This is an optimization exercise on Yosys and OpenROAD, whose aim is small area, not a production implementation. In this exercise RTL edits were held to simulation tests only and were not proved equivalent to the original. Power is estimated from default activity; no workload was simulated.

### design/flow/constraint.sdc
create_clock -name core_clock -period 10.0 [get_ports {sysclk}]
set_input_delay 2.0000 -clock core_clock [delete_from_list [all_inputs] [get_ports {sysclk}]]
set_output_delay 2.0000 -clock core_clock [all_outputs]
set_load 0.01 [all_outputs]
### design/flow/design.v
module shiftregister(sysclk, rst, reset_led, reset_score, button0, button1, button2, 
led0, led1, led2, led3, led4, led5, led6,  
led8, led9, led10, led11, led12, led13, led14, led15, 
led16, led17, led18, led19, led20, led21, led22, led23, 
seg_a, seg_b, seg_c, seg_d, seg_e, seg_f, seg_g, 
an3, an2, an1, an0);
input sysclk, reset_led, reset_score, button0, button1, button2;
input rst;  
output led0, led1, led2, led3, led4, led5, led6;  
output led8, led9, led10, led11, led12, led13, led14, led15;
output led16, led17, led18, led19, led20, led21, led22, led23;
output seg_a, seg_b, seg_c, seg_d, seg_e, seg_f, seg_g, an3, an2, an1, an0;
reg [7:0] temp0, temp1, temp2;  
wire [88:0] shiftin0, shiftin1, shiftin2;  
wire clock, faster_clock;  
wire en = 1;  
wire res = rst;  
integer i; 
assign shiftin0[0] = 1, shiftin0[1] = 0, shiftin0[2] = 0, shiftin0[3] = 0;
	assign shiftin0[4] = 1, shiftin0[5] = 0, shiftin0[6] = 0, shiftin0[7] = 0;
	assign shiftin0[8] = 1, shiftin0[9] = 0, shiftin0[10] = 0, shiftin0[11] = 0;
	assign shiftin0[12] = 1, shiftin0[13] = 0, shiftin0[14] = 0, shiftin0[15] = 0;
	assign shiftin0[16] = 1, shiftin0[17] = 0, shiftin0[18] = 1, shiftin0[19] = 0;
	assign shiftin0[20] = 1, shiftin0[21] = 0, shiftin0[22] = 1, shiftin0[23] = 0;
	assign shiftin0[24] = 1, shiftin0[25] = 0, shiftin0[26] = 1, shiftin0[27] = 0;
	assign shiftin0[28] = 0, shiftin0[29] = 0, shiftin0[30] = 0, shiftin0[31] = 0;
	assign shiftin0[32] = 1, shiftin0[33] = 0, shiftin0[34] = 1, shiftin0[35] = 0;
	assign shiftin0[36] = 1, shiftin0[37] = 0, shiftin0[38] = 1, shiftin0[39] = 0;
	assign shiftin0[40] = 1, shiftin0[41] = 0, shiftin0[42] = 1, shiftin0[43] = 0;
	assign shiftin0[44] = 0, shiftin0[45] = 0, shiftin0[46] = 0, shiftin0[47] = 0;
	assign shiftin0[48] = 1, shiftin0[49] = 0, shiftin0[50] = 1, shiftin0[51] = 0;
	assign shiftin0[52] = 1, shiftin0[53] = 1, shiftin0[54] = 0, shiftin0[55] = 0;
	assign shiftin0[56] = 0, shiftin0[57] = 0, shiftin0[58] = 1, shiftin0[59] = 0;
	assign shiftin0[60] = 0, shiftin0[61] = 0, shiftin0[62] = 0, shiftin0[63] = 0;
	assign shiftin0[64] = 1, shiftin0[65] = 0, shiftin0[66] = 1, shiftin0[67] = 0;
	assign shiftin0[68] = 1, shiftin0[69] = 1, shiftin0[70] = 0, shiftin0[71] = 0;	
	assign shiftin0[72] = 0, shiftin0[73] = 0, shiftin0[74] = 1, shiftin0[75] = 0;
	assign shiftin0[76] = 0, shiftin0[77] = 0, shiftin0[78] = 0, shiftin0[79] = 0;
	assign shiftin0[80] = 1, shiftin0[81] = 1, shiftin0[82] = 0, shiftin0[83] = 0;
	assign shiftin0[84] = 0, shiftin0[85] = 0, shiftin0[86] = 0, shiftin0[87] = 0;
	assign shiftin0[88] = 0;
	assign shiftin1[0]= 0, shiftin1[1]= 0, shiftin1[2]= 0, shiftin1[3]= 0;
	assign shiftin1[4]= 0, shiftin1[5]= 0, shiftin1[6]= 0, shiftin1[7]= 0;	
	assign shiftin1[8]= 0, shiftin1[9]= 0, shiftin1[10]= 0, shiftin1[11]= 0;	
	assign shiftin1[12]= 0, shiftin1[13]= 0, shiftin1[14]= 0, shiftin1[15]= 0;
	assign shiftin1[16]= 0, shiftin1[17]= 0, shiftin1[18]= 0, shiftin1[19]= 1;	
	assign shiftin1[20]= 0, shiftin1[21]= 0, shiftin1[22]= 0, shiftin1[23]= 1;	
	assign shiftin1[24]= 0, shiftin1[25]= 0, shiftin1[26]= 0, shiftin1[27]= 1;	
	assign shiftin1[28]= 0, shiftin1[29]= 0, shiftin1[30]= 0, shiftin1[31]= 0;
	assign shiftin1[32]= 0, shiftin1[33]= 0, shiftin1[34]= 0, shiftin1[35]= 1;
	assign shiftin1[36]= 0, shiftin1[37]= 0, shiftin1[38]= 0, shiftin1[39]= 1;
	assign shiftin1[40]= 0, shiftin1[41]= 0, shiftin1[42]= 0, shiftin1[43]= 1;	
	assign shiftin1[44]= 0, shiftin1[45]= 0, shiftin1[46]= 0, shiftin1[47]= 0;	
	assign shiftin1[48]= 0, shiftin1[49]= 0, shiftin1[50]= 0, shiftin1[51]= 1;
	assign shiftin1[52]= 0, shiftin1[53]= 0, shiftin1[54]= 1, shiftin1[55]= 0;	
	assign shiftin1[56]= 1, shiftin1[57]= 1, shiftin1[58]= 0, shiftin1[59]= 1;
	assign shiftin1[60]= 0, shiftin1[61]= 0, shiftin1[62]= 0, shiftin1[63]= 0;
	assign shiftin1[64]= 0, shiftin1[65]= 0, shiftin1[66]= 0, shiftin1[67]= 1;
	assign shiftin1[68]= 0, shiftin1[69]= 0, shiftin1[70]= 1, shiftin1[71]= 0;
	assign shiftin1[72]= 1, shiftin1[73]= 1, shiftin1[74]= 0, shiftin1[75]= 1;
	assign shiftin1[76]= 0, shiftin1[77]= 0, shiftin1[78]= 0, shiftin1[79]= 0;
	assign shiftin1[80]= 0, shiftin1[81]= 0, shiftin1[82]= 0, shiftin1[83]= 0;
	assign shiftin1[84]= 0, shiftin1[85]= 0, shiftin1[86]= 0, shiftin1[87]= 0, shiftin1[88]=0;
	assign shiftin2[0]= 0, shiftin2[1]= 0, shiftin2[2]= 1, shiftin2[3]= 0;	
	assign shiftin2[4]= 0, shiftin2[5]= 0, shiftin2[6]= 1, shiftin2[7]= 0;
	assign shiftin2[8]= 0, shiftin2[9]= 0, shiftin2[10]= 1, shiftin2[11]= 0;
	assign shiftin2[12]= 0, shiftin2[13]= 0, shiftin2[14]= 1, shiftin2[15]= 0;
	assign shiftin2[16]= 1, shiftin2[17]= 0, shiftin2[18]= 1, shiftin2[19]= 0;
	assign shiftin2[20]= 1, shiftin2[21]= 0, shiftin2[22]= 1, shiftin2[23]= 0;
	assign shiftin2[24]= 1, shiftin2[25]= 0, shiftin2[26]= 1, shiftin2[27]= 0;
	assign shiftin2[28]= 1, shiftin2[29]= 1, shiftin2[30]= 1, shiftin2[31]= 1;
	assign shiftin2[32]= 1, shiftin2[33]= 0, shiftin2[34]= 1, shiftin2[35]= 0;
	assign shiftin2[36]= 1, shiftin2[37]= 0, shiftin2[38]= 1, shiftin2[39]= 0;
	assign shiftin2[40]= 1, shiftin2[41]= 0, shiftin2[42]= 1, shiftin2[43]= 0;
	assign shiftin2[44]= 1, shiftin2[45]= 1, shiftin2[46]= 1, shiftin2[47]= 1;
	assign shiftin2[48]= 1, shiftin2[49]= 0, shiftin2[50]= 0, shiftin2[51]= 0;
	assign shiftin2[52]= 0, shiftin2[53]= 0, shiftin2[54]= 0, shiftin2[55]= 1;
	assign shiftin2[56]= 0, shiftin2[57]= 0, shiftin2[58]= 1, shiftin2[59]= 0;
	assign shiftin2[60]= 1, shiftin2[61]= 1, shiftin2[62]= 1, shiftin2[63]= 1;
	assign shiftin2[64]= 1, shiftin2[65]= 0, shiftin2[66]= 0, shiftin2[67]= 0;
	assign shiftin2[68]= 0, shiftin2[69]= 0, shiftin2[70]= 0, shiftin2[71]= 1;
	assign shiftin2[72]= 0, shiftin2[73]= 0, shiftin2[74]= 1, shiftin2[75]= 0;
	assign shiftin2[76]= 1, shiftin2[77]= 1, shiftin2[78]= 1, shiftin2[79]= 1;
	assign shiftin2[80]= 1, shiftin2[81]= 1, shiftin2[82]= 0, shiftin2[83]= 0;
	assign shiftin2[84]= 0, shiftin2[85]= 0, shiftin2[86]= 0, shiftin2[87]= 0, shiftin2[88]=0;
	counter count1 (sysclk, res, en, clock);
	counter_faster_clock count2 (sysclk, res, en, faster_clock);
	always @(posedge sysclk) begin
			 if (rst) begin
				temp0 <= 0;
				temp1 <= 0;
				temp2 <= 0;
				i <= 0;
			 end
			 else if (!clock) begin
			 end
			 else if (reset_led) begin 
				temp0 <= 0;
				temp1 <= 0;
				temp2 <= 0;
			 end
			 else if (i < 88) begin 
				temp0    <= temp0 >> 1;
				temp0[7] <= shiftin0[i];
				temp1    <= temp1 >> 1;
				temp1[7] <= shiftin1[i];
				temp2    <= temp2 >> 1;
				temp2[7] <= shiftin2[i];
				i <= i + 1;
			 end
			 else begin
				i <= 0;
				temp0    <= temp0 >> 1;
				temp0[7] <= shiftin0[0];
				temp1    <= temp1 >> 1;
				temp1[7] <= shiftin1[0];
				temp2    <= temp2 >> 1;
				temp2[7] <= shiftin2[0];
			 end	
	end
	assign led6 = temp0[6];
        assign led5 = temp0[5];
        assign led4 = temp0[4];	 
        assign led3 = temp0[3];
	assign led2 = temp0[2];
	assign led1 = temp0[1];
	assign led0 = temp0[0];
	assign led15 = temp1[7];
	assign led14 = temp1[6];
        assign led13 = temp1[5];
        assign led12 = temp1[4];	 
        assign led11 = temp1[3];
	assign led10 = temp1[2];
	assign led9 = temp1[1];
	assign led8 = temp1[0];
	assign led23 = temp2[7];
	assign led22 = temp2[6];
        assign led21 = temp2[5];
        assign led20 = temp2[4];	 
        assign led19 = temp2[3];
	assign led18 = temp2[2];
	assign led17 = temp2[1];
	assign led16 = temp2[0];
	pushbutton push1 (sysclk, faster_clock, rst, reset_score, button0, button1, button2,   led0, led8, led16, seg_a, seg_b, seg_c, seg_d, seg_e, seg_f, seg_g, an3, an2, an1, an0);
endmodule
module counter (sysclock, reset, enable, b24);
	input sysclock ;
	input reset ;
	input enable ;
	output b24; 
	wire sysclock ;
	wire reset ;
	wire enable ;
	reg [13:0] counter_out ;
	always @ (posedge sysclock) begin 
	  if (reset) begin
		 counter_out <= 0;
	  end
	  else if (enable) begin
		 counter_out <= counter_out + 1;
	  end
	end 
	assign b24 = enable & (counter_out == 14'h1fff);
endmodule
module counter_faster_clock (sysclock, reset, enable, b16);
	input sysclock ;
	input reset ;
	input enable ;
	output b16; 
	wire sysclock ;
	wire reset ;
	wire enable ;
	reg [5:0] counter_out ;
	always @ (posedge sysclock) begin 
	  if (reset) begin
		 counter_out <= 0;
	  end
	  else if (enable) begin
		 counter_out <= counter_out + 1;
	  end
	end 
	assign b16 = enable & (counter_out == 6'h1f);
endmodule
module pushbutton(clo, sclk, rst, reset, button0, button1, button2, led0, led8, led16, 
                      seg_a, seg_b, seg_c, seg_d, seg_e, seg_f, seg_g, an3, an2, an1, an0);
	input clo, sclk, rst, button0, button1, button2, led0, led8, led16, reset;
	output seg_a, seg_b, seg_c, seg_d, seg_e, seg_f, seg_g, an3, an2, an1, an0;
	reg [15:0] score;
	wire clo;
	wire seg_a, seg_b, seg_c, seg_d, seg_e, seg_f, seg_g; 
	reg an3, an2, an1, an0;  
	reg [3:0] scoredigit;  
	reg [6:0] out;
	reg [1:0] count;  
	always @(posedge clo) 
		if (rst)
			count <= 0;
		else if (sclk)
			count <= count + 1;
	always @(posedge clo) begin
		if (rst) begin
			score <= 0;
		end
		else if (!sclk) begin
		end
		else if (reset) begin
			score <= 0;
		end
		else if ( (led0 & button0) | (led8 & button1) | (led16 & button2) ) begin
			if (score[3:0] == 4'b1001) 
				score <= score + 7;
			else 		
				score <= score + 1;
		end	
	else if ( ( (~led0 & button0) | (~led8 & button1) | (~led16 & button2) ) & (score > 0)) begin
			if (score[3:0] == 4'b0000)
				score <= score - 7;
			else
				score <= score - 1;
		end
	end	
	always @(posedge clo) begin
		if (rst) begin
			scoredigit <= 0;
			an0 <= 1;
			an1 <= 1;
			an2 <= 1;
			an3 <= 1;
		end
		else if (!sclk) begin
		end
		else if (count == 0) begin  
			scoredigit <= score [3:0]; 
			an0 <= 0;
			an1 <= 1;
			an2 <= 1;
			an3 <= 1;
		end
		else if (count == 1) begin  
			scoredigit <= score [7:4]; 
			an0 <= 1;
			an1 <= 0;
			an2 <= 1;
			an3 <= 1;
		end
		else if (count == 2) begin  
			scoredigit <= score [11:8]; 
			an0 <= 1;
			an1 <= 1;
			an2 <= 0;
			an3 <= 1;
		end
		else if (count == 3) begin  
			scoredigit <= score [15:12]; 
			an0 <= 1;
			an1 <= 1;
			an2 <= 1;
			an3 <= 0;
		end
	end
	always @( scoredigit ) begin
		case (scoredigit)
			4'b0000: out = 7'b0000001;  
			4'b0001: out = 7'b1001111;  
			4'b0010: out = 7'b0010010;  
			4'b0011: out = 7'b0000110;  
			4'b0100: out = 7'b1001100;  
			4'b0101: out = 7'b0100100;  
			4'b0110: out = 7'b0100000;  
			4'b0111: out = 7'b0001111;  
			4'b1000: out = 7'b0000000;  
			4'b1001: out = 7'b0000100;  
			default: out = 7'b0000001;  
		endcase
	end
	assign seg_a = out[6];
	assign seg_b = out[5];
	assign seg_c = out[4];
	assign seg_d = out[3];
	assign seg_e = out[2];
	assign seg_f = out[1];
	assign seg_g = out[0];
endmodule
### design/flow/run.sh
#!/bin/bash
# synth_recipe.tcl (not shown) runs the flow's synth.tcl, then flattens the netlist and writes it again
# the make line also repeats each setting of config.mk as NAME=value (left out here)
make -C /OpenROAD-flow-scripts/flow DESIGN_CONFIG=/design/flow/config.mk WORK_HOME=/design/flow/orfs CLKGATE_MAP_FILE= SYNTH_SCRIPT=/design/flow/synth_recipe.tcl finish
### design/flow/config.mk
export PLATFORM = sky130hd
export DESIGN_NAME = shiftregister
export DESIGN_NICKNAME = shiftregister
export VERILOG_FILES = /design/flow/design.v
export SDC_FILE = /design/flow/constraint.sdc
export NUM_CORES = 4
export LEC_CHECK = 0
export CAP_MARGIN = 20
export CORE_MARGIN = 2
export CORE_UTILIZATION = 40
export SLEW_MARGIN = 20
==> results.txt, run 1 <==
The flow ran to the end and the layout has no timing, DRC or antenna violations. The post-synthesis instance area came out at 5790 um^2. The latest clock arrival within the worst-skew pair came out at 0.35 ns. The final layout contains routed wiring with a total length of 13.0 mm. The pre-CTS setup slack is 4.88 ns. The detailed-route wire length per cell came out at 14.3 um. After synthesis, the share of flip-flops with an asynchronous set or reset is 0%.

The number of hold-repair buffers added at the cts stage came out at 0. The maximum cell stage delay along the critical path is 0.49 ns. TritonCTS built the clock tree.

The global-route usage over all layers came out at 16.9%. The total via count after detailed routing came out at 5,089. At the end of routability-driven placement, the weighted congestion stood at 0.893. The ratio of total power to cell area came out at 126 nW/um^2. Synthesis produced a netlist whose cell count is 719. The maximum operating frequency came out at 210 MHz. The register area share after synthesis came out at 37.7%. The pin slew with the least headroom to its limit came out at 0.914 ns.

The TritonCTS buffer count came out at 9. The max-capacitance violation count is 0. The setup-violating endpoint count in the final report came out at 0.

Measured along the x axis, the die boundary spans 124 um. The total of buffers placed on input and output ports came out at 40. The level count of the clock H-tree came out at 3. The signal arrival time at the worst endpoint came out at 4.96 ns.

The final period utilization came out at 47.5%. The post-layout minimum cycle time came out at 4.75 ns. The global-route met1 utilization is 21.6%. Walking the worst path, the cells encountered are clkdlybuf4s50_1, a222oi_1, buf_4, a21oi_1, nor2_1, ha_1, a21oi_1, nand4_1, nor3_1, o21ai_2, mux2i_1, a21oi_1.

In this run the standard cell core region covers 14,000 um^2. VDD sags by at most 0.117 mV. The per-instance average area after synthesis came out at 8.06 um^2.

The initial antenna violation count is 0. The setup slack after layout came out at 5.25 ns. The estimated wirelength of the detail-placed design is 8.96 mm.

The post-detailed-route count of antenna-violating nets came out at 0. The clock tree skew after final layout is 0.0101 ns. Of all nets on the critical path, the largest fanout is 18. The top cell type's share of synthesized area is 37.7%.

Among the stages of the critical path, the cell type that occurs most often is a21oi_1. By area the synthesized netlist is led by dfxtp_1, nor2_1, a21oi_1, ha_1, nand2_1. The number of cell rows came out at 43. The buffer levels on the longest clock path is 2. Setup repair after global routing left no endpoint under its margin. The overall power of the completed layout came out at 0.826 mW. The met3 track utilization from global routing came out at 4.25%. Adding up every negative setup slack in the final design gives 0 ns. CTS placed an instance of clkbuf_16 at the clock tree root. The global routing's busiest layer is met2. The first-pass GRT wire length came out at 22.4 mm. The fraction of final layout cells with drive strength greater than 1 came out at 5.73%.

The number of warnings printed during yosys synthesis came out at 4. CTS saw 109 sinks. The total leakage power is 2.32 nW.

Synthesis produced a netlist with a net count of 743. The number of pins exceeding their max-slew limit in the final report came out at 0. The effective utilization at floorplan is 41.4%.

In the final design database the tool counted 752 nets. The buffer count from post-CTS setup fixing came out at 0. The headroom to the max-slew limit came out at 39.1%. By count the netlist is led by dfxtp_1, nor2_1, a21oi_1. The data required time of the worst path came out at 10.20 ns. In this run the count of I/O pins placed on the die edge is 41. The overall die area is 15,500 um^2. Once layout is done, the placed cells without fillers occupy 6540 um^2.

The worst hold path belongs to the class flop to flop. The first routing iteration left 342 violations. The highest-delay cell along the critical path is a21oi_1. In this run, synthesis produced a sequential element count of 109.

The DRC violation count after routing is 0. The number of global-route vias before repair came to 4,666. The worst hold margin is 0.458 ns.

The number of gates resized after cts is 0. The number of detailed-routing iterations run before antenna repair came out at 5. In this run the cell area measured after placement is 6230 um^2. The sum of overflow across all layers after global routing came out at 0.

By instance count, the leading cell after synthesis is dfxtp_1. STA classifies the critical path endpoint as a flop. STA classifies the critical path startpoint as a primary input. The final hold violation count came out at 0. The critical path is of the primary input to flop type. The via density per instance came out at 5.57. The clock edge transition at the registers on the reported setup and hold paths is 0.07 ns. In the synthesized netlist the dominant register cell turns out to be dfxtp_1.

The biggest area consumer among synthesized cells is dfxtp_1. The repair_antennas step left the layout with diodes totalling 0. Relative to the synthesized area, the layout overhead comes to 13.0%. The met2 track demand over resource is 27.7%. The vertical extent of the die came out at 124 um. The count of different cell masters after synthesis came out at 70. Counting flops with a built-in enable in the synthesized netlist gives 0. The maximum number of pins on one net before global-route repair came out at 86.
-- final timing paths --
kind,start,cells past startpoint,slack (ns),to
max,button0,12,5.25,push1.score[10]$_SDFFE_PP0P_
min,count2.counter_out[0]$_SDFF_PP0_,1,0.46,count2.counter_out[0]$_SDFF_PP0_
max reg2reg,push1.count[0]$_SDFFE_PP0N_,10,6.73,push1.out[3]$_SDFF_PP0_
min reg2reg,count2.counter_out[0]$_SDFF_PP0_,1,0.46,count2.counter_out[0]$_SDFF_PP0_
-- cell families after synthesis --
| family | Yosys count | share of synthesized area [%] |
|---|---|---|
| simple gates | 341 | 31.3 |
| compound gates | 146 | 15.2 |
| mux | 16 | 2.83 |
| buf+inv | 58 | 4.32 |
| xor+xnor | 32 | 4.84 |
| flops | 109 | 37.7 |
| fa+ha+maj | 17 | 3.80 |
-- per-stage QoR --
| step | instances | utilization, % |
|---|---|---|
| final | 913 | 46.8 |
| after global routing | 913 | 46.8 |
| after CTS | 913 | 46.8 |
| after detailed placement | 897 | 44.6 |
| after global placement | 897 | 44.6 |
| after floorplan | 719 | - |
-- where the power goes --
| group | leakage (nW) | switching (mW) | internal, mW |
|---|---|---|---|
| registers | 0.879 | 0.00220 | 0.436 |
| clock network | 0.152 | 0.166 | 0.204 |
| logic | 1.29 | 0.0122 | 0.00534 |
| total | 2.32 | 0.181 | 0.646 |
-- layer usage --
metal / wire length [um] / vias to the layer above
li1: - / 2568
met1: 6000 / 2397
met2: 6290 / 104
met3: 538 / 20
met4: 215 / 0
met5: 0 / -
-- cells in the final DEF, fill, tap and decap left out, types with 6 or more instances in the layout --
master           synthesis  layout
a21oi_1                 67      67
and3_1                  11      11
and4_1                   6       6
clkbuf_16                0       9
clkdlybuf4s50_1          0      39
dfxtp_1                109     109
ha_1                    16      16
inv_1                   12      12
mux2i_1                 13      13
nand2_1                 52      52
nand3_1                 27      27
nand3b_1                 6       6
nand4_1                 19      19
nor2_1                 107     107
nor2b_1                 13      13
nor3_1                  22      22
nor3b_1                 25      25
nor4_1                   8       8
o21ai_0                 31      31
o21ai_1                  9       9
or3_1                   14      14
xnor2_1                 15      15
xor2_1                  17      17
-- registers in the layout (all words and copies together), names as in the netlist, 2 cells and up --
signal              flops
count2.counter_out      6
temp1                   8
push1.out               7
push1.count             2
push1.score            16
push1.scoredigit        4
count1.counter_out     14
temp0                   8
temp2                   8
i                      32
-- area by class of cell --
class                      count  area (um^2)
clock buffer                  11          243
clock inverter                 5         67.6
fill                        1381         7440
inverter                      13         48.8
multi-input combinational    552         3360
sequential                   109         2180
tap                          180          225
timing repair buffer          43          418
-- worst max-delay path: cells and delay by family --
family                     cells  cell delay (ns)
AOI/OAI and AO/OA              5             1.07
buffers and inverters          2             0.70
and+or+nand+nor                3             0.67
adders and majority gates      1             0.33
muxes                          1             0.18
==> run 2: changes to the inputs <==
==> design/flow/design.v (replaced) <==
module shiftregister(sysclk, rst, reset_led, reset_score, button0, button1, button2,
led0, led1, led2, led3, led4, led5, led6,
led8, led9, led10, led11, led12, led13, led14, led15,
led16, led17, led18, led19, led20, led21, led22, led23,
seg_a, seg_b, seg_c, seg_d, seg_e, seg_f, seg_g,
an3, an2, an1, an0);
input sysclk, reset_led, reset_score, button0, button1, button2;
input rst;
output led0, led1, led2, led3, led4, led5, led6;
output led8, led9, led10, led11, led12, led13, led14, led15;
output led16, led17, led18, led19, led20, led21, led22, led23;
output seg_a, seg_b, seg_c, seg_d, seg_e, seg_f, seg_g, an3, an2, an1, an0;
localparam [88:0] PAT0 = 89'b00000001100000100001101010000010000110101000001010101010100000101010101010001000100010001;
localparam [88:0] PAT1 = 89'b00000000000001011010010000000101101001000000010001000100000001000100010000000000000000000;
localparam [88:0] PAT2 = 89'b00000001111110100100000011111010010000001111101010101010111110101010101010100010001000100;
reg [13:0] cnt;
always @(posedge sysclk)
	if (rst) cnt <= 0;
	else cnt <= cnt + 1'b1;
wire tick = (cnt[5:0] == 6'h3f >> 1);       
wire step = (cnt == 14'h1fff);               
reg [6:0] i;
wire wrap = i[6] & i[4] & i[3];              
wire [6:0] ni = wrap ? 7'd0 : i;             
always @(posedge sysclk)
	if (rst) i <= 0;
	else if (step & ~reset_led) i <= wrap ? 7'd0 : i + 1'b1;
reg [7:0] temp0, temp1, temp2;
always @(posedge sysclk)
	if (rst | (step & reset_led)) begin
		temp0 <= 0; temp1 <= 0; temp2 <= 0;
	end else if (step) begin
		temp0 <= {PAT0[ni], temp0[7:1]};
		temp1 <= {PAT1[ni], temp1[7:1]};
		temp2 <= {PAT2[ni], temp2[7:1]};
	end
assign {led6, led5, led4, led3, led2, led1, led0} = temp0[6:0];
assign {led15, led14, led13, led12, led11, led10, led9, led8} = temp1;
assign {led23, led22, led21, led20, led19, led18, led17, led16} = temp2;
reg [15:0] ps;
reg [1:0] op;       
wire hit  = (temp0[0] & button0) | (temp1[0] & button1) | (temp2[0] & button2);
wire miss = (~temp0[0] & button0) | (~temp1[0] & button1) | (~temp2[0] & button2);
reg [15:0] sc;      
always @* begin
	sc = ps;
	case (op)
	2'd1: sc = ps + ((ps[3:0] == 4'd9) ? 16'd7 : 16'd1);
	2'd2: if (ps != 0) sc = ps - ((ps[3:0] == 4'd0) ? 16'd7 : 16'd1);
	2'd3: sc = 0;
	default: ;
	endcase
end
always @(posedge sysclk)
	if (rst) begin
		ps <= 0; op <= 0;
	end else if (tick) begin
		ps <= sc;
		op <= reset_score ? 2'd3 : hit ? 2'd1 : miss ? 2'd2 : 2'd0;
	end
reg shown;
always @(posedge sysclk)
	if (rst) shown <= 0;
	else if (tick) shown <= 1;
wire [2:0] ph = cnt[7:5] - 1'b1;
wire [1:0] d = ph[2:1];
reg [3:0] dig;
always @* case (d)
	2'd0: dig = ps[3:0];
	2'd1: dig = ps[7:4];
	2'd2: dig = ps[11:8];
	default: dig = ps[15:12];
endcase
assign an0 = ~(shown & (d == 2'd0));
assign an1 = ~(shown & (d == 2'd1));
assign an2 = ~(shown & (d == 2'd2));
assign an3 = ~(shown & (d == 2'd3));
reg [6:0] out;
always @* case (dig)
	4'd1: out = 7'b1001111;
	4'd2: out = 7'b0010010;
	4'd3: out = 7'b0000110;
	4'd4: out = 7'b1001100;
	4'd5: out = 7'b0100100;
	4'd6: out = 7'b0100000;
	4'd7: out = 7'b0001111;
	4'd8: out = 7'b0000000;
	4'd9: out = 7'b0000100;
	default: out = 7'b0000001;
endcase
assign {seg_a, seg_b, seg_c, seg_d, seg_e, seg_f, seg_g} = out;
endmodule
--- a/design/flow/config.mk
+++ b/design/flow/config.mk
@@ -8,4 +8,5 @@
 export CAP_MARGIN = 20
 export CORE_MARGIN = 2
 export CORE_UTILIZATION = 40
+export CTS_BUF_LIST = sky130_fd_sc_hd__clkbuf_2 sky130_fd_sc_hd__clkbuf_4
 export SLEW_MARGIN = 20
==> run 2 against run 1 <==
Net effect:
- worst hold slack better by 0.00062 ns
- setup slack worse by 0.71 ns
- fmax is 13% lower
- area after synthesis is 32% lower
- global-route usage rose by 1.0 points
- register-to-register slack improved by 0.44 ns
- core utilization is 0.56 points higher
- final area is 30% lower
- sequential share of layout area shrank 5.3 points
- sequential power down 41%
==> results.txt, run 2 <==
The count of different cell masters after synthesis came out at 55 (-21%). The final routed wirelength across all metal layers came out at 9.15 mm (-30%). The adder and majority gate portion of the synthesized area is 6.68% (+2.9 points). The dominant synthesized flop cell is dfxtp_1. The TritonCTS buffer count is 9 (unchanged). The level count of the clock H-tree is 3 (unchanged).

The ratio of total power to cell area came to 106 nW/um^2 (-16%). nand2_1 is the most common cell in the netlist. The first element of the critical path is cnt[5]$_SDFF_PP0_. The post-synthesis mux area share came out at 3.82% (+0.99 points). The number of flip-flops in the largest register came out at 16 (-50%). The headroom to the max-slew limit is 49.7% (+11 points). The number of gates resized after cts was 0 (unchanged). The CTS sink count came out at 64 (-41%). The number of standard cells after synthesis came to 507 (-29%). The largest registers in the layout are ps (16), cnt (14). The horizontal die dimension came out at 103 um (-17%). In the layout the commonest cells are nand2_1, dfxtp_1, a21oi_1. The area of the core region came out at 9640 um^2 (-31%). The post-synth net total came to 535 (-28%). The clock edge transition at the registers on the reported setup and hold paths is 0.12 ns (+0.05 ns).

The estimated wirelength of the detail-placed design is 6.33 mm (-29%). The number of global-route vias before repair was 3,242 (-31%). The maximum number of pins on one net before global-route repair came to 50 (-42%). The buffer levels on the longest clock path was 2 (unchanged). The signal arrival time at the worst endpoint came out at 3.46 ns (-1.50 ns). Clock tree synthesis selected as its root buffer the cell clkbuf_4. The worst supply voltage drop on vdd came to 0.0601 mV (-49%).

The post-synthesis register bit count came to 64 (-41%). The post-detailed-route count of antenna-violating nets came out at 0 (unchanged). The effective utilization at floorplan was 40.8% (-0.59 points).

The clock tree skew after final layout came out at 0.0155 ns (+0.00545 ns). The count of placed standard cells in the final layout, fillers left out is 668 (-27%). The overall die area came to 10,600 um^2 (-31%). The setup slack after layout came to 4.54 ns (-0.709 ns). The final estimated routing congestion in global placement came out at 0.842 (-5.7%). The first-pass GRT wire length is 15.2 mm (-32%). The placed standard-cell area came out at 4390 um^2 (-30%). The buffer count from post-CTS setup fixing came out at 0 (unchanged). The maximum cell stage delay along the critical path came to 0.64 ns (+0.15 ns).

The layout overhead on the synthesized area came out at 16.0%. The max-capacitance violation count is 0 (unchanged). The sum of overflow across all layers after global routing was 0 (unchanged).

The kind of start point of the critical path is a flop. The post-layout minimum cycle time was 5.46 ns (+0.709 ns). The per-instance average area after synthesis is 7.76 um^2 (-3.7%). Setup repair after global routing left no endpoint under its margin. The final sum of negative setup slack came out at 0 ns (unchanged). The pre-CTS setup slack was 4.92 ns (+0.0373 ns). The detailed router's first-iteration violation count is 158 (-54%). The number of pins exceeding their max-slew limit in the final report is 0 (unchanged). The number of placed I/O pins came to 41 (unchanged). For this design, the slowest cell found on the critical path is mux4_2. The final hold violation count came out at 0 (unchanged). The signal on the critical path passes through inv_1, ha_1, xor2_1, mux4_2, inv_1, ha_1, nor3_1, clkdlybuf4s50_1. STA classifies the critical path endpoint as an output pin. The total via count after detailed routing came to 3,624 (-29%). The net count of the finished layout came out at 558 (-26%).

The final design area excluding fillers was 4560 um^2 (-30%). The antenna diode instance count is 0 (unchanged). The data required time of the worst path was 8.00 ns (-2.20 ns). The startpoint identified for the worst hold timing path is cnt[0]$_SDFF_PP0_. The flow ran to the end and the layout has no timing, DRC or antenna violations. The initial antenna violation count came to 0 (unchanged). The type of the most critical hold path is flop to flop.

The placed cell count is 652 (-27%). The detailed-route wire length per cell came to 13.7 um (-4.1%). The library cell used most frequently in the layout, excluding fill and tap cells, is nand2_1.

The latest clock arrival within the worst-skew pair came to 0.41 ns (+0.06 ns). After synthesis, the cell types taking the most area are dfxtp_1, nand2_1, a21oi_1, ha_1, nor2_1. The xor/xnor share of the synthesized area came out at 4.45% (-0.39 points). The fraction of the core area covered by cells at the end of the flow is 47.3% (+0.56 points). Ranked by instance count, the synthesized netlist is headed by nand2_1, dfxtp_1, a21oi_1. Ranked by flip-flop count, first place goes to ps.

The number of enable-type register cells in the synthesized netlist came out at 0 (unchanged). The fraction of final layout cells with drive strength greater than 1 came out at 6.73% (+1.0 points). The number of detailed-routing iterations run before antenna repair came out at 4 (-1). The setup-violating endpoint count in the final report came out at 0 (unchanged). The worst hold margin is 0.459 ns (+0.000621 ns). The number of cell rows came to 36 (-16%). The DRC violation count after routing is 0 (unchanged).

dfxtp_1 takes more of the synthesized area than any other cell. The post-synthesis instance area is 3930 um^2 (-32%). The register area share after synthesis is 32.6% (-5.1 points). After synthesis, the largest family of logic cells by area is simple AND/OR/NAND/NOR gates.

The overall power of the completed layout is 0.482 mW (-42%). The pin slew with the least headroom to its limit came out at 0.755 ns (-0.159 ns). The global-route usage over all layers came out at 17.9% (+1.0 points). The final period utilization came to 54.6% (+7.1 points). The total of buffers placed on input and output ports came to 40 (unchanged). The number of warnings printed during yosys synthesis came out at 1 (-3). The top cell type's share of synthesized area is 32.6% (-5.1 points). The total leakage power is 1.66 nW (-28%).

The number of hold-repair buffers added at the cts stage is 0 (unchanged). The vertical extent of the die came out at 103 um (-17%). The share of synthesized cell area in and, or, nand and nor gates came out at 27.9% (-3.4 points). The largest fanout on the critical path came to 7 (-11). The worst setup path is of the flop to output pin kind.

The fraction of registers with async set or reset after synthesis was 0% (unchanged). The maximum operating frequency came to 183 MHz (-13%). The compound-gate portion of the synthesized area was 19.9% (+4.7 points). The via density per instance came out at 5.43 (-2.7%).

The beginning of the worst register-to-register path is op[1]$_SDFFE_PP0P_. TritonCTS built the clock tree.
-- run 2: changes by cell type after synthesis, sizes merged, moves of 9 or more --
cell and delta:
o21ai -21, a21o +9, clkbuf -9, nor2b -10, dfxtp -45, nand4 -14, nor2 -55, nand3 -11
nand2 +24, a21oi -14, xor2 -9, nor3b -23, nor3 -16
-- run 2: area by class of cell --
| class | instances | area [um^2] |
|---|---|---|
| multi-input combinational | 400 | 2470 |
| sequential | 64 | 1280 |
| clock inverter | 7 | 103 |
| tap | 133 | 166 |
| inverter | 10 | 37.5 |
| timing repair buffer | 45 | 438 |
| fill | 1009 | 5080 |
| clock buffer | 9 | 67.6 |
-- run 2: path summary, 6_finish.rpt --
kind / end / slack (ns) / depth (start not counted)
setup reg to reg: ps[8]$_SDFFE_PP0P_ / 7.17 / 10
hold / removal: cnt[0]$_SDFF_PP0_ / 0.46 / 1
hold reg to reg: cnt[0]$_SDFF_PP0_ / 0.46 / 1
setup / recovery: seg_b / 4.54 / 8
-- run 2: logic make-up after synthesis --
| logic type | Yosys count |
|---|---|
| AND/OR/NAND/NOR | 221 |
| adder cells (fa/ha/maj) | 21 |
| buffers and inverters | 43 |
| flip-flops | 64 |
| AO/OA/AOI/OAI | 127 |
| multiplexers | 11 |
| XOR/XNOR | 20 |
-- run 2: critical path: cells and delay by family (launching register included) --
family                     cells  cell delay (ns)
muxes                          1             0.64
xor gates and xnor gates       1             0.52
DFF                            1             0.41
buffers and inverters          3             0.78
and+or+nand+nor                1             0.22
adders and majority gates      2             0.48
-- run 2: power by group --
part | internal, mW | total (mW) | switching (mW) | leakage, nW
Sequential | 0.256 | 0.258 | 0.00142 | 0.516
Clock | 0.104 | 0.209 | 0.106 | 0.0871
Combinational | 0.00630 | 0.0147 | 0.00843 | 1.06
-- run 2: per-layer routing --
layer	up-vias	GRT usage (%)	routed length (um)
met4	0	6.58	190
met1	1682	23.7	4420
met3	16	4.97	397
met5	-	0	0
met2	56	28.0	4140
li1	1870	-	-
==> run 3: changes to the inputs <==
--- a/design/flow/config.mk
+++ b/design/flow/config.mk
@@ -8,5 +8,4 @@
 export CAP_MARGIN = 20
 export CORE_MARGIN = 2
 export CORE_UTILIZATION = 40
-export CTS_BUF_LIST = sky130_fd_sc_hd__clkbuf_2 sky130_fd_sc_hd__clkbuf_4
 export SLEW_MARGIN = 20
==> run 3 against run 2 <==
Net effect:
- critical endpoint unchanged
- cell count did not move
- clock power grew 22%
- flip-flop and latch count unchanged
- largest cell class unchanged
==> results.txt, run 3 <==
The top cell type's share of synthesized area came to 32.6% (unchanged). The headroom to the max-slew limit came out at 49.4% (-0.23 points). The level count of the clock H-tree came out at 3 (unchanged). The initial antenna violation count is 0 (unchanged). The antenna diode instance count came out at 0 (unchanged). The largest total area in the synthesized netlist belongs to dfxtp_1. The largest registers in the layout are ps (16), cnt (14). In the post-synthesis netlist, the biggest area contributors are dfxtp_1, nand2_1, a21oi_1, ha_1, nor2_1. The tightest min-delay check is of the flop to flop type. The buffer levels on the longest clock path came out at 2 (unchanged). The TritonCTS buffer count came out at 9 (unchanged). The number of cell rows is 36 (unchanged). The path with the worst hold slack has its endpoint at cnt[0]$_SDFF_PP0_.

The area of the core region was 9640 um^2 (unchanged). The sum of overflow across all layers after global routing is 0 (unchanged). The number of placed I/O pins came out at 41 (unchanged). Setup repair after global routing left no endpoint under its margin. The first-pass GRT wire length came to 15.3 mm (+0.22%). The detailed-route wire length per cell is 13.8 um (+0.66%). The number of gates resized after cts is 0 (unchanged).

The most common cell in the synthesized netlist is nand2_1. The number of flip-flops in the largest register came to 16 (unchanged). The latest clock arrival within the worst-skew pair is 0.35 ns (-0.06 ns).

The pin slew with the least headroom to its limit is 0.759 ns (+0.00348 ns). The final hold violation count is 0 (unchanged). The run finished with no timing, DRC or antenna violations. The number of detailed-routing iterations run before antenna repair came out at 4 (unchanged). The placed standard-cell area came out at 4390 um^2 (unchanged). The post-detailed-route count of antenna-violating nets is 0 (unchanged). The post-layout minimum cycle time is 5.39 ns (-0.0726 ns). The post-synth net total came out at 535 (unchanged). The largest fanout on the critical path came out at 7 (unchanged). The post-synthesis register bit count came out at 64 (unchanged). The count of cells along the worst register-to-register path was 11 (+1). The overall die area came to 10,600 um^2 (unchanged). The post-synthesis instance area came out at 3930 um^2 (unchanged). The via density per instance is 5.44 (+0.22%). The number of pins exceeding their max-slew limit in the final report came to 0 (unchanged). The worst hold path depth is 1 (unchanged). The final sum of negative setup slack came to 0 ns (unchanged). The detailed router's first-iteration violation count is 142 (-10%). The maximum number of pins on one net before global-route repair came out at 50 (unchanged). The largest register by flop count is ps.

The max-capacitance violation count is 0 (unchanged). The number of global-route vias before repair is 3,243 (+0.031%). The estimated wirelength of the detail-placed design is 6.33 mm (unchanged). The number of enable-type register cells in the synthesized netlist came out at 0 (unchanged). The total via count after detailed routing is 3,632 (+0.22%).

The maximum operating frequency was 185 MHz (+1.3%). The data required time of the worst path is 8.00 ns (about the same). The signal arrival time at the worst endpoint came out at 3.39 ns (-0.07 ns). The final period utilization came out at 53.9% (-0.73 points). The net count of the finished layout came to 558 (unchanged). The worst register-to-register path ends at ps[10]$_SDFFE_PP0P_.

The layout overhead on the synthesized area is 17.4%. The register area share after synthesis came out at 32.6% (unchanged). The per-instance average area after synthesis is 7.76 um^2 (unchanged).

The dominant synthesized flop cell is dfxtp_1. The effective utilization at floorplan came out at 40.8% (unchanged). The horizontal die dimension is 103 um (unchanged).

The total leakage power is 1.69 nW (+1.4%). The library cells used most frequently in the layout, excluding fill and tap cells, are nand2_1, dfxtp_1, a21oi_1. The commonest cells after synthesis are nand2_1, dfxtp_1, a21oi_1. The layout filler cell count is 996 (-1.3%). The final design area excluding fillers came to 4620 um^2 (+1.2%). TritonCTS built the clock tree. The count of different cell masters after synthesis is 55 (unchanged). The final estimated routing congestion in global placement is 0.842 (unchanged). The worst supply voltage drop on vdd is 0.0680 mV (+13%).

The kind of start point of the critical path is a flop. The fraction of the core area covered by cells at the end of the flow came to 47.9% (+0.58 points). The number of standard cells after synthesis came out at 507 (unchanged). The slack of the worst reg-to-reg path came out at 7.16 ns (about the same). The number of warnings printed during yosys synthesis came to 1 (unchanged). The setup path with the least slack is of type flop to output pin. The ratio of total power to cell area is 114 nW/um^2 (+8.0%). The vertical extent of the die is 103 um (unchanged). The startpoint identified for the worst register-to-register timing path is op[1]$_SDFFE_PP0P_. The setup-violating endpoint count in the final report is 0 (unchanged). The worst setup path is captured at an output pin.

The fraction of registers with async set or reset after synthesis came out at 0% (unchanged). The total of buffers placed on input and output ports is 40 (unchanged). The DRC violation count after routing came out at 0 (unchanged). The CTS sink count was 64 (unchanged). The clock edge transition at the registers on the reported setup and hold paths is 0.08 ns (-0.04 ns). The fraction of final layout cells with drive strength greater than 1 came out at 6.73% (unchanged). The buffer count from post-CTS setup fixing is 0 (unchanged). The final routed wirelength across all metal layers came out at 9.21 mm (+0.66%). The startpoint of the lowest-slack hold path is cnt[0]$_SDFF_PP0_. The clock tree skew after final layout came out at 0.00876 ns (-0.00678 ns). In this run the clock root is driven by a clkbuf_8.

Leaving out fill and tap cells, the most frequent cell in the layout is nand2_1. The global-route usage over all layers came to 18.0% (+0.099 points). The number of hold-repair buffers added at the cts stage came out at 0 (unchanged).
==> run 3: cell counts after synthesis <==
No cell type changed its count.
==> run 3: cells by family (layout without fill, tap and decap cells) <==
| logic type | after synthesis | count (layout) | share of synthesized area [%] |
|---|---|---|---|
| adder cells (fa/ha/maj) | 21 | 21 | 6.68 |
| AO/OA/AOI/OAI | 127 | 127 | 19.9 |
| multiplexers | 11 | 11 | 3.82 |
| buffers and inverters | 43 | 71 | 4.64 |
| flip-flops | 64 | 64 | 32.6 |
| AND/OR/NAND/NOR | 221 | 221 | 27.9 |
| XOR/XNOR | 20 | 20 | 4.45 |
==> run 3: layout make-up <==
cell class              count  area, um^2  area share, %
well taps                 133         166           3.60
repair buffers             45         438           9.48
multi-input cells         400        2470           53.5
inverters                  10        37.5          0.813
clock inverters             7         103           2.22
clock buffers               9         124           2.68
flip-flops and latches     64        1280           27.7
==> run 3: critical path, stage by stage (launching register included) <==
cell	delay (ns)
dfxtp_1	0.39
inv_1	0.09
ha_1	0.23
xor2_1	0.52
mux4_2	0.64
inv_1	0.11
ha_1	0.25
nor3_1	0.22
clkdlybuf4s50_1	0.58
==> run 3: per-stage QoR <==
step	instances	power, mW	hold slack [ns]	setup WS (ns)
global placement	652	0.278	0.430	5.08
floorplan	507	0.272	0.418	5.62
detailed placement	652	0.278	0.445	4.92
CTS	668	0.536	0.455	4.54
global route	668	0.548	0.467	4.33
finish	668	0.527	0.452	4.61
==> run 3: how the worst max path moves through the flow <==
stage / from / end / slack, ns / cells after the start
after floorplan: cnt[5]$_SDFF_PP0_ / seg_e / 5.62 / 8
after global placement: cnt[5]$_SDFF_PP0_ / seg_e / 5.08 / 9
after detailed placement: cnt[5]$_SDFF_PP0_ / seg_f / 4.92 / 9
after CTS: cnt[5]$_SDFF_PP0_ / seg_b / 4.54 / 8
after global routing: cnt[5]$_SDFF_PP0_ / seg_e / 4.33 / 9
final: cnt[5]$_SDFF_PP0_ / seg_b / 4.61 / 8
==> run 3: routing by layer <==
layer,track usage [%],routed length (um),vias up
li1,-,-,1875
met1,23.8,4460,1679
met2,28.0,4210,66
met3,4.77,399,12
met4,7.49,139,0
met5,0,0,-
==> run 3: where the power goes <==
part,total [mW],switching (mW),internal [mW]
Sequential,0.257,0.00144,0.256
Combinational,0.0147,0.00844,0.00630
Clock,0.255,0.112,0.143
Total,0.527,0.122,0.405

port drivers added, routing unchanged:
The flow's constraints put no driver on any port. The routed layouts listed below were extracted and timed again, unchanged, in two steps.
Step 1 assumes that a clkbuf_16 drives the clock port and a buf_2 every other input.
Step 2, shift: input delay + t, output delay - t, t = (earliest + latest rising clock arrival at the registers) / 2. This alone moves slack from input paths to output paths.
Three values: ideal ports, drivers, drivers and shift; two values: the first two.
| run | t, ns | setup WS [ns] | clock arrival spread, ns |
|---|---|---|---|
| run 1 | 0.389 | 5.245 / 5.262 / 4.873 | 0.010 / 0.010 |
| run 2 | 0.431 | 4.536 / 4.507 / 4.938 | 0.016 / 0.016 |
| run 3 | 0.372 | 4.609 / 4.577 / 4.950 | 0.009 / 0.009 |
After both steps every run listed still meets setup and hold. For run 1, which loses most, drivers alone change the setup slack by +0.017 ns; drivers and shift together by -0.372 ns.
